Background: an optimization exercise with open tools, aiming at small area and a short achievable clock period. Do not read the settings as production practice.
Only simulation tests tie the RTL to the original design; equivalence was not proved.
The clock port is modelled as an ideal driver, which makes a skipped or thinned clock tree look cheaper than it is; a real chip needs a root buffer or a tree.
Power and IR drop assume default switching activity.

==> v33: inputs <==
Design adder_top, start of the top module:
module adder_top (
    input         clk,
    input  [63:0] a,
    input  [63:0] b,
    input         cin,
    output [63:0] sum,
    output        cout
);
Settings: LEC_CHECK=0, ABC_CLOCK_PERIOD_IN_PS=1500, CAP_MARGIN=20, CORE_MARGIN=2, CORE_UTILIZATION=40, PLACE_DENSITY=0.6, SETUP_SLACK_MARGIN=1.1, SLEW_MARGIN=20, SYNTH_HIERARCHICAL=1; clock period 3.1 ns.
run.sh (not shown) runs the stock make flow with config.mk's settings and CLKGATE_MAP_FILE= SYNTH_SCRIPT=/design/flow/synth_recipe.tcl, a recipe that flattens the netlist after the stock synthesis.
==> inputs of v23, as changes to v33 <==
==> flow/flow/run.sh (new file) <==
#!/bin/bash
# Layout: the standard ORFS flow, with the input and output ports buffered
# by a plain buffer (buf_2) instead of the cell buffer_ports picks on its own.
set -euo pipefail
bash standard.sh BUFFER_PORTS_ARGS="-buffer_cell sky130_fd_sc_hd__buf_2" finish > flow_make.log 2>&1
==> flow/standard.sh (new file) <==
#!/bin/bash
# synth_recipe.tcl (not shown) runs the flow's synth.tcl, then flattens the netlist and writes it again
# the make line also repeats each setting of config.mk as NAME=value (left out here)
make -C /OpenROAD-flow-scripts/flow DESIGN_CONFIG=/design/flow/config.mk WORK_HOME=/design/flow/orfs CLKGATE_MAP_FILE= SYNTH_SCRIPT=/design/flow/synth_recipe.tcl "${@:-finish}"
removed: flow/run.sh
==> notes <==
v23 completed with no timing, DRC or antenna violations. v33 finished clean. In maximum frequency, v33 and v23 hardly differ. Between v33 and v23, the lower critical path depth is in v33 (gap 8). In synthesized cell count, v23 and v33 do not differ. Against v33, the utilization of v23 is lower by 4.9 points. In v33 the power is larger than in v23, by 2.3%. Of v23 and v33, v33 has the higher hold slack (gap 170 ps).

========
==> 03-16 <==
adder_top, a different RTL version from the one above (not shown whole).
clock: 3.1 ns
lec_check: 0
abc_clock_period_in_ps: 100000
cap_margin: 20
core_margin: 2
core_utilization: 40
place_density: 0.6
setup_slack_margin: 1.3
slew_margin: 20
synth_hierarchical: 1
standard.sh (not shown) runs the stock make flow with config.mk's settings and CLKGATE_MAP_FILE= SYNTH_SCRIPT=/design/flow/synth_recipe.tcl, a recipe that flattens the netlist after the stock synthesis.
==> flow/flow/run.sh <==
#!/bin/bash
# Layout: the standard ORFS flow (standard.sh) with these changes:
#  - the input and output ports are buffered by buf_1 (buffer_ports -buffer_cell),
#    and after clock tree synthesis flow/outbuf.tcl makes the output ones stronger;
#  - after clock tree synthesis, flow/clocktree.tcl replaces the clock tree with
#    a two-level one (see its header); timing repair then runs after global
#    routing, on the new tree.
# make's full output goes to flow_make.log; each ORFS step logs to orfs/logs/.
set -euo pipefail
here=$(pwd)
# clock tree cells (read by flow/clocktree.tcl)
export CT_IN_ROOTS=3 CT_IN_LEAVES=9 CT_OUT_LEAVES=4
export CT_IN_CELL=sky130_fd_sc_hd__clkbuf_16
export CT_IN_LEAF_CELL=sky130_fd_sc_hd__clkbuf_8
export CT_MID_CELL=sky130_fd_sc_hd__clkbuf_2
export CT_OUT_CELL=sky130_fd_sc_hd__clkbuf_16
# output port buffer (read by flow/outbuf.tcl)
export OUT_PORT_BUF=sky130_fd_sc_hd__buf_2
bash standard.sh \
  BUFFER_PORTS_ARGS="-buffer_cell sky130_fd_sc_hd__buf_1" \
  SKIP_CTS_REPAIR_TIMING=1 \
  POST_CTS_TCL="$here/flow/post_cts.tcl" \
  finish > flow_make.log 2>&1
Other scripts of this flow, unchanged in this note and not shown: flow/flow/clocktree.tcl, flow/flow/outbuf.tcl, flow/flow/post_cts.tcl
==> 05-26: changes against 03-16 <==
- ABC_CLOCK_PERIOD_IN_PS: 100000 -> 1500
- SETUP_SLACK_MARGIN: 1.3 -> 1.2
==> metrics.cfg <==
[timing]
fin_crit_ps=1830
fin_ws_ps=1270
worst_slew_pin_slew_ps=388

[pwr]
p_total_mw=5.54
p_sw_mw=1.64

[status]
status=no timing/DRC/antenna violations

(the above is from 05-26)
==> metrics.cfg <==
[status]
status=no timing/DRC/antenna violations

[timing]
worst_slew_pin_slew_ps=382
fin_crit_ps=1700
fin_ws_ps=1400

[pwr]
power_frac_seq=0.514

[floorplanning]
die_w_um=143

[global_route]
grt_pass1_vias=5474

[setup_path]
worstPathArrival_ps=2150

(the above is from 03-16)
No run of this note takes its clock network from TritonCTS; it comes from the design's own scripts or RTL.

[port drivers added, routing unchanged]
How much do the figures lean on ideal ports? The routed layouts below were timed once more, with nothing changed but the port constraints. Step 1, drivers: a clkbuf_16 drives clk and a buf_2 each remaining input, both assumed. Step 2, shift: input delay + t, output delay - t, t = (earliest + latest rising clock arrival at the registers) / 2. This alone moves slack from input paths to output paths. Slacks: ideal / step 1 / step 2; pairs: ideal / step 1.
run	t, ns	setup slack, ns	worst setup path after step 2	slew at the worst register clock pin (ns)
v33	0.475	1.159 / 1.114 / 1.177	register to register	0.07 / 0.07
v23	0.476	1.157 / 1.157 / 1.157	register to register	0.07 / 0.07
03-16	0.498	1.395 / 1.332 / 1.395	register to register	0.09 / 0.09
05-26	0.510	1.265 / 1.265 / 1.265	register to register	0.09 / 0.09
After both steps setup and hold are still met in every run listed.
